This is an optimization exercise on Yosys and OpenROAD, whose aim is small area, a short achievable clock period and few clock cycles, not a production implementation. In this exercise RTL edits were held to simulation tests only and were not proved equivalent to the original.

## job 101
## EC_TOP
module EC_TOP(
    clk, rst_n, in_valid,
    in_Px, in_Py, in_Qx, in_Qy, in_prime, in_a,
    out_valid, out_Rx, out_Ry
);
Size: roughly 8700 µm² of cells after synthesis.
export LEC_CHECK = 0
export CAP_MARGIN = 20
export CORE_MARGIN = 2
export CORE_UTILIZATION = 40
export CTS_BUF_LIST = sky130_fd_sc_hd__clkbuf_8
export SLEW_MARGIN = 20
create_clock -name core_clock -period 77.0 [get_ports {clk}]
standard.sh (not shown) runs the stock make flow with config.mk's settings and CLKGATE_MAP_FILE= SYNTH_SCRIPT=/design/flow/synth_recipe.tcl, a recipe that flattens the netlist after the stock synthesis.
==> flow/flow/run.sh <==
#!/bin/bash
# The standard layout, with two changes:
#  - the port buffers are buf_2 cells instead of the delay buffers buffer_ports picks;
#  - after the standard synthesis, its combinational logic is re-mapped by ABC with an
#    area script (flow/resynth.ys, flow/abc_area.script); the flip-flops are kept as the
#    standard synthesis made them.
set -uo pipefail
export BUFFER_PORTS_ARGS="-buffer_cell sky130_fd_sc_hd__buf_2"
HERE=$(pwd)
YOSYS=$FLOW_HOME/../tools/install/yosys/bin/yosys
[ -x "$YOSYS" ] || YOSYS=yosys
LIB=$FLOW_HOME/platforms/$FLOW_PLATFORM/lib/sky130_fd_sc_hd__tt_025C_1v80.lib
R=$HERE/orfs/results/$FLOW_PLATFORM/EC_TOP/base

bash standard.sh synth > standard_synth.log 2>&1 || exit 1
cp "$R/1_2_yosys.v" "$HERE/synth_std.v"

# flip-flop cell types used by the standard synthesis
FFRE='sky130_fd_sc_hd__(e?s?df[a-z]*|dl[xr][a-z]*)_[0-9]+'
FFS=$(grep -oE "$FFRE" "$HERE/synth_std.v" | sort -u | sed 's/^/=/' | tr '\n' ' ')
DONTUSE=$(make -s -C "$FLOW_HOME" DESIGN_CONFIG="$HERE/config.mk" WORK_HOME="$HERE/orfs" print-DONT_USE_CELLS 2>/dev/null | sed 's/^DONT_USE_CELLS[ :=]*//' | tr ' ' '\n' | grep -v '^$' | sed 's/^/-dont_use /' | tr '\n' ' ')
sed -e "s|@LIB@|$LIB|g" -e "s|@IN@|$HERE/synth_std.v|" -e "s|@TOP@|$FLOW_TOP|g" -e "s|@FFS@|$FFS|" \
    -e "s|@DONTUSE@|$DONTUSE|" -e "s|@ABC@|$HERE/flow/abc_area.script|" -e "s|@STAT@|$HERE/resynth_stat.txt|" \
    -e "s|@OUT@|$HERE/synth_resynth.v|" flow/resynth.ys > resynth_run.ys
if "$YOSYS" -s resynth_run.ys > resynth.log 2>&1; then
  # keep the re-mapped netlist only if it has the same flip-flops (instance name and cell)
  ffs() { grep -E "^\s*$FFRE " "$1" | awk '{print $1, $2}' | sort; }
  # cells the platform marks don't-use must not appear
  BAD=0
  for c in $(echo "$DONTUSE" | sed 's/-dont_use//g'); do
    if grep -q "^\s*$c " "$HERE/synth_resynth.v"; then BAD=1; fi
  done
  if [ $BAD -eq 0 ] && [ -n "$(ffs "$HERE/synth_std.v")" ] && diff <(ffs "$HERE/synth_std.v") <(ffs "$HERE/synth_resynth.v") > resynth_ffcheck.log 2>&1; then
    cp "$HERE/synth_resynth.v" "$R/1_2_yosys.v"
    touch "$R/1_2_yosys.v"
    echo "re-mapped netlist used" >> resynth.log
  else
    echo "flip-flops differ or a don't-use cell appears: standard netlist kept" >> resynth.log
  fi
else
  echo "re-mapping failed: standard netlist kept" >> resynth.log
fi

bash standard.sh > standard.log 2>&1
==> flow/flow/abc_area.script <==
strash
dc2
dc2
dc2
dch -f
amap
topo
upsize -c
dnsize -c
Other scripts of this flow, unchanged in this note and not shown: flow/flow/resynth.ys
Job 101: done, clean on timing, DRC and antenna
Testbench counts of job 101, summed over its fixed seeds: cycles 15,024.
Input-level comparison between job 102 and job 101:
Settings: CTS_BUF_LIST: sky130_fd_sc_hd__clkbuf_8 -> unset.
==> flow/flow/abc_area.script <==
strash
dc2
dc2
dch -f
amap
topo
upsize -c
dnsize -c
==> comparison <==
Summary of job 102 over job 101: number of nets in the layout rose by 37; first-iteration DRC count up 20%; tapcell count rose by 5; number of placed cells counting well taps went up 42; total of buffers placed on input and output ports was more or less identical. ~same part of the cycle the worst path needs in job 101 and job 102. Job 102 reports a higher number of rows created at floorplan than job 101 does. Looking at multi-input gate share of total cell area across job 101 and job 102, the one that comes out lower is job 102. Comparing job 101 and job 102, the higher depth of the worst register-to-register path is on job 102. Final hold slack came out higher on job 102 than on job 101. Looking at utilization after layout, job 102 sits 0.55 points above job 101.

========
== v6 ==
Another version of the RTL of EC_TOP (not shown whole).
Size in the first run: about 1,300 cells after synthesis, roughly 67 flip-flops, roughly 52 I/O pins, ~10,000 µm² of cells after synthesis.
==> flow/config.mk <==
export PLATFORM = sky130hd
export DESIGN_NAME = EC_TOP
export DESIGN_NICKNAME = EC_TOP
export VERILOG_FILES = /design/flow/design.v
export SDC_FILE = /design/flow/constraint.sdc
export NUM_CORES = 4
export LEC_CHECK = 0
export CAP_MARGIN = 20
export CORE_MARGIN = 2
export CORE_UTILIZATION = 40
export SLEW_MARGIN = 20
==> flow/constraint.sdc <==
create_clock -name core_clock -period 77.0 [get_ports {clk}]
set_input_delay 15.4000 -clock core_clock [delete_from_list [all_inputs] [get_ports {clk}]]
set_output_delay 15.4000 -clock core_clock [all_outputs]
set_load 0.01 [all_outputs]
run.sh (not shown) runs the stock make flow with config.mk's settings and CLKGATE_MAP_FILE= SYNTH_SCRIPT=/design/flow/synth_recipe.tcl, a recipe that flattens the netlist after the stock synthesis.
Stock flow here: none of the scripts above is used.
Testbench counts of v6, summed over its fixed seeds: cycles 15,024.
Input-level comparison between v7 and v6:
==> flow/flow/run.sh (new file) <==
#!/bin/bash
# The standard layout, with the port buffers made from buf_2 cells instead of the
# delay buffers buffer_ports picks by default.
export BUFFER_PORTS_ARGS="-buffer_cell sky130_fd_sc_hd__buf_2"
bash standard.sh > standard.log 2>&1
==> flow/standard.sh (new file) <==
#!/bin/bash
# synth_recipe.tcl (not shown) runs the flow's synth.tcl, then flattens the netlist and writes it again
# the make line also repeats each setting of config.mk as NAME=value (left out here)
make -C /OpenROAD-flow-scripts/flow DESIGN_CONFIG=/design/flow/config.mk WORK_HOME=/design/flow/orfs CLKGATE_MAP_FILE= SYNTH_SCRIPT=/design/flow/synth_recipe.tcl "${@:-finish}"
removed: flow/run.sh
==> comparison <==
Synthesis-to-layout area growth: higher on v6
The slowest cell on the critical path comes out dfrtp_1 in one run and clkdlybuf4s50_1 in the other, namely in v7 and v6 respectively.
v7 vs. v6: shortest period the worst path allows went down 0.36 ns.
Against v6, number of DRC markers in iteration 0 in v7 came out better.
The pin slew with the least headroom to its limit in v7 sits 0.073 ns below the value recorded for v6.
Start point of the critical path = out_Ry[3]: v7; start point of the critical path = out_Rx[3]: v6
Taking v6 as the reference, in v7 post-detailed-route wirelength per cell lower; utilization decreased 0.95 points.

========
## violet
RTL: one of the versions met above, not the one the previous note started from.
For scale: about 1,400 cells after synthesis, ~8600 um^2 of cells after synthesis.
clock: 77.0 ns
lec_check: 0
cap_margin: 20
core_margin: 2
core_utilization: 40
cts_buf_list: sky130_fd_sc_hd__clkbuf_8
slew_margin: 20
standard.sh (not shown) runs the stock make flow with config.mk's settings and CLKGATE_MAP_FILE= SYNTH_SCRIPT=/design/flow/synth_recipe.tcl, a recipe that flattens the netlist after the stock synthesis.
==> flow/flow/run.sh <==
#!/bin/bash
# The standard layout, with two changes:
#  - the port buffers are buf_2 cells instead of the delay buffers buffer_ports picks;
#  - after the standard synthesis, its combinational logic is re-mapped by ABC with an
#    area script (flow/resynth.ys, flow/abc_area.script); the flip-flops are kept as the
#    standard synthesis made them.
set -uo pipefail
export BUFFER_PORTS_ARGS="-buffer_cell sky130_fd_sc_hd__buf_2"
HERE=$(pwd)
YOSYS=$FLOW_HOME/../tools/install/yosys/bin/yosys
[ -x "$YOSYS" ] || YOSYS=yosys
LIB=$FLOW_HOME/platforms/$FLOW_PLATFORM/lib/sky130_fd_sc_hd__tt_025C_1v80.lib
R=$HERE/orfs/results/$FLOW_PLATFORM/EC_TOP/base

bash standard.sh synth > standard_synth.log 2>&1 || exit 1
cp "$R/1_2_yosys.v" "$HERE/synth_std.v"

# flip-flop cell types used by the standard synthesis
FFRE='sky130_fd_sc_hd__(e?s?df[a-z]*|dl[xr][a-z]*)_[0-9]+'
FFS=$(grep -oE "$FFRE" "$HERE/synth_std.v" | sort -u | sed 's/^/=/' | tr '\n' ' ')
DONTUSE=$(make -s -C "$FLOW_HOME" DESIGN_CONFIG="$HERE/config.mk" WORK_HOME="$HERE/orfs" print-DONT_USE_CELLS 2>/dev/null | sed 's/^DONT_USE_CELLS[ :=]*//' | tr ' ' '\n' | grep -v '^$' | sed 's/^/-dont_use /' | tr '\n' ' ')
sed -e "s|@LIB@|$LIB|g" -e "s|@IN@|$HERE/synth_std.v|" -e "s|@TOP@|$FLOW_TOP|g" -e "s|@FFS@|$FFS|" \
    -e "s|@DONTUSE@|$DONTUSE|" -e "s|@ABC@|$HERE/flow/abc_area.script|" -e "s|@STAT@|$HERE/resynth_stat.txt|" \
    -e "s|@OUT@|$HERE/synth_resynth.v|" flow/resynth.ys > resynth_run.ys
if "$YOSYS" -s resynth_run.ys > resynth.log 2>&1; then
  # keep the re-mapped netlist only if it has the same flip-flops (instance name and cell)
  ffs() { grep -E "^\s*$FFRE " "$1" | awk '{print $1, $2}' | sort; }
  # cells the platform marks don't-use must not appear
  BAD=0
  for c in $(echo "$DONTUSE" | sed 's/-dont_use//g'); do
    if grep -q "^\s*$c " "$HERE/synth_resynth.v"; then BAD=1; fi
  done
  if [ $BAD -eq 0 ] && [ -n "$(ffs "$HERE/synth_std.v")" ] && diff <(ffs "$HERE/synth_std.v") <(ffs "$HERE/synth_resynth.v") > resynth_ffcheck.log 2>&1; then
    cp "$HERE/synth_resynth.v" "$R/1_2_yosys.v"
    touch "$R/1_2_yosys.v"
    echo "re-mapped netlist used" >> resynth.log
  else
    echo "flip-flops differ or a don't-use cell appears: standard netlist kept" >> resynth.log
  fi
else
  echo "re-mapping failed: standard netlist kept" >> resynth.log
fi

bash standard.sh > standard.log 2>&1
==> flow/flow/abc_area.script <==
strash
dc2
dc2
dc2
dch -f
amap
topo
upsize -c -D 12000
dnsize -c -D 12000
Other scripts of this flow, unchanged in this note and not shown: flow/flow/resynth.ys
violet finished every step from synthesis to the final layout, and the layout passed the timing, DRC and antenna checks.
Testbench counts of violet, summed over its fixed seeds: cycles 15,024.
Here is what was changed in the inputs of delta compared with violet.
# violet
export LEC_CHECK = 0
export CAP_MARGIN = 20
export CORE_MARGIN = 2
export CORE_UTILIZATION = 40
export CTS_BUF_LIST = sky130_fd_sc_hd__clkbuf_8
export SLEW_MARGIN = 20
create_clock -name core_clock -period 77.0 [get_ports {clk}]
# delta
export LEC_CHECK = 0
export CAP_MARGIN = 20
export CORE_MARGIN = 2
export CORE_UTILIZATION = 40
export SLEW_MARGIN = 20
create_clock -name core_clock -period 77.0 [get_ports {clk}]
==> flow/flow/abc_area.script <==
strash
dc2
dc2
dc2
dch -f
amap
topo
upsize -c -D 12500
dnsize -c -D 12500
Findings:
Relative to violet, the final wirelength of delta is higher by 1200 um.
The number of filler cells placed in the layout reported for delta is greater than that of violet by about 1.6%.
delta finished all stages; the layout is clean.
On met3 track utilization from global routing, violet and delta are neck and neck.
Looking at slack of the critical path across violet and delta, the one that comes out higher is delta.
For portion of the clock cycle consumed by the worst path in the final layout, delta and violet come out practically identical.
The following lists how juniper was set up differently from delta:
# delta
export LEC_CHECK = 0
export CAP_MARGIN = 20
export CORE_MARGIN = 2
export CORE_UTILIZATION = 40
export SLEW_MARGIN = 20
create_clock -name core_clock -period 77.0 [get_ports {clk}]
# juniper
export LEC_CHECK = 0
export CAP_MARGIN = 20
export CORE_MARGIN = 2
export CORE_UTILIZATION = 40
export CTS_BUF_LIST = sky130_fd_sc_hd__clkbuf_4
export SLEW_MARGIN = 20
create_clock -name core_clock -period 77.0 [get_ports {clk}]
==> flow/flow/abc_area.script <==
strash
dc2
dc2
dc2
dch -f
amap
topo
upsize -c
dnsize -c
--- outcome ---
- juniper: PASS, flow complete, no timing, DRC or antenna violations
- In juniper the first-iteration DRC count turned out 13% higher than in delta.
- [diff] cell area after synthesis, juniper relative to delta: regression
- Between juniper and delta, the difference in final cell count is negligible.
- Compared with delta, juniper shows via count that has gone down slightly.
Setup changes, juniper to raven
# juniper
export LEC_CHECK = 0
export CAP_MARGIN = 20
export CORE_MARGIN = 2
export CORE_UTILIZATION = 40
export CTS_BUF_LIST = sky130_fd_sc_hd__clkbuf_4
export SLEW_MARGIN = 20
create_clock -name core_clock -period 77.0 [get_ports {clk}]
# raven
export LEC_CHECK = 0
export CAP_MARGIN = 20
export CORE_MARGIN = 2
export CORE_UTILIZATION = 40
export SLEW_MARGIN = 20
create_clock -name core_clock -period 77.0 [get_ports {clk}]
--- a/flow/flow/run.sh
+++ b/flow/flow/run.sh
@@ -17,6 +17,5 @@
 
 # flip-flop cell types used by the standard synthesis
-FFRE='sky130_fd_sc_hd__(e?s?df[a-z]*|dl[xr][a-z]*)_[0-9]+'
-FFS=$(grep -oE "$FFRE" "$HERE/synth_std.v" | sort -u | sed 's/^/=/' | tr '\n' ' ')
+FFS=$(grep -o 'sky130_fd_sc_hd__[a-z0-9_]*' "$HERE/synth_std.v" | sort -u | grep -E '__(e?s?df|dl|sdf|edf)' | sed 's/^/=/' | tr '\n' ' ')
 DONTUSE=$(make -s -C "$FLOW_HOME" DESIGN_CONFIG="$HERE/config.mk" WORK_HOME="$HERE/orfs" print-DONT_USE_CELLS 2>/dev/null | sed 's/^DONT_USE_CELLS[ :=]*//' | tr ' ' '\n' | grep -v '^$' | sed 's/^/-dont_use /' | tr '\n' ' ')
 sed -e "s|@LIB@|$LIB|g" -e "s|@IN@|$HERE/synth_std.v|" -e "s|@TOP@|$FLOW_TOP|g" -e "s|@FFS@|$FFS|" \
@@ -25,16 +24,11 @@
 if "$YOSYS" -s resynth_run.ys > resynth.log 2>&1; then
   # keep the re-mapped netlist only if it has the same flip-flops (instance name and cell)
-  ffs() { grep -E "^\s*$FFRE " "$1" | awk '{print $1, $2}' | sort; }
-  # cells the platform marks don't-use must not appear
-  BAD=0
-  for c in $(echo "$DONTUSE" | sed 's/-dont_use//g'); do
-    if grep -q "^\s*$c " "$HERE/synth_resynth.v"; then BAD=1; fi
-  done
-  if [ $BAD -eq 0 ] && [ -n "$(ffs "$HERE/synth_std.v")" ] && diff <(ffs "$HERE/synth_std.v") <(ffs "$HERE/synth_resynth.v") > resynth_ffcheck.log 2>&1; then
+  ffs() { grep -E '^\s*sky130_fd_sc_hd__(e?s?df|dl|sdf|edf)' "$1" | awk '{print $1, $2}' | sort; }
+  if [ -n "$(ffs "$HERE/synth_std.v")" ] && diff <(ffs "$HERE/synth_std.v") <(ffs "$HERE/synth_resynth.v") > resynth_ffcheck.log 2>&1; then
     cp "$HERE/synth_resynth.v" "$R/1_2_yosys.v"
     touch "$R/1_2_yosys.v"
     echo "re-mapped netlist used" >> resynth.log
   else
-    echo "flip-flops differ or a don't-use cell appears: standard netlist kept" >> resynth.log
+    echo "flip-flops differ: standard netlist kept" >> resynth.log
   fi
 else
==> flow/flow/abc_area.script <==
strash
dc2
dc2
dch -f
amap
topo
upsize -c
dnsize -c
[summary]
Having completed the whole flow, raven delivered a layout that passed the timing, DRC and antenna checks. Compared with juniper, count of filler cells inserted in the layout in raven increased by a few percent. In raven, actual slew at the worst max-slew pin is higher than in juniper. Diff juniper -> raven | first-pass GRT wire length | increase of 2.4%. raven vs juniper on share of cells above drive strength 1: raven is the higher one. Summary — clock skew, raven relative to juniper: higher, by 4.5 ps. Non-clock buffer instance count of the final layout ends up higher on raven. Diff raven and juniper: count of clock-buffer cells in the layout higher in juniper. Summary — global-route met2 utilization, raven relative to juniper: lower, by 1.7 points. Looking at total track usage, raven sits 1.5 points lower than juniper does. For the area after synthesis, raven came in 320 um^2 higher than juniper did.

==> afterwards: timing with drivers on the ports <==
The flow's constraints put no driver on any port. The routed layouts listed below were extracted and timed again, unchanged, in two steps. Step 1: set_driving_cell puts a clkbuf_16 on clk and a buf_2 on each other input, an assumption about the parent block. Step 2 times the ports against the registers' clock, not the clock port: input delays grow and output delays shrink by t, the midpoint of the rising clock arrivals with the driver on. a / b / c = ideal ports / drivers / drivers and shift; a / b = the first two.
| run | t (ns) | setup WS [ns] | worst hold slack (ns) | latest minus earliest clock arrival (ns) | pins driven straight from the clock port |
|---|---|---|---|---|---|
| job 101 | 0.402 | 60.680 / 60.644 / 61.046 | 0.416 / 0.416 / 0.416 | 0.010 / 0.010 | 1 |
| job 102 | 0.381 | 60.750 / 60.711 / 61.092 | 0.427 / 0.427 / 0.427 | 0.020 / 0.020 | 1 |
| v6 | 0.390 | 60.397 / 60.347 / 60.736 | 0.411 / 0.411 / 0.411 | 0.012 / 0.013 | 1 |
| v7 | 0.391 | 60.755 / 60.706 / 61.096 | 0.417 / 0.417 / 0.417 | 0.016 / 0.017 | 1 |
| violet | 0.400 | 60.682 / 60.644 / 61.044 | 0.448 / 0.448 / 0.448 | 0.023 / 0.023 | 1 |
| delta | 0.379 | 60.761 / 60.715 / 60.853 | 0.405 / 0.405 / 0.405 | 0.014 / 0.013 | 1 |
| juniper | 0.491 | 60.575 / 60.540 / 61.031 | 0.417 / 0.417 / 0.417 | 0.016 / 0.016 | 1 |
| raven | 0.381 | 60.750 / 60.711 / 61.092 | 0.427 / 0.427 / 0.427 | 0.020 / 0.020 | 1 |
After both steps setup and hold are still met in every run listed.
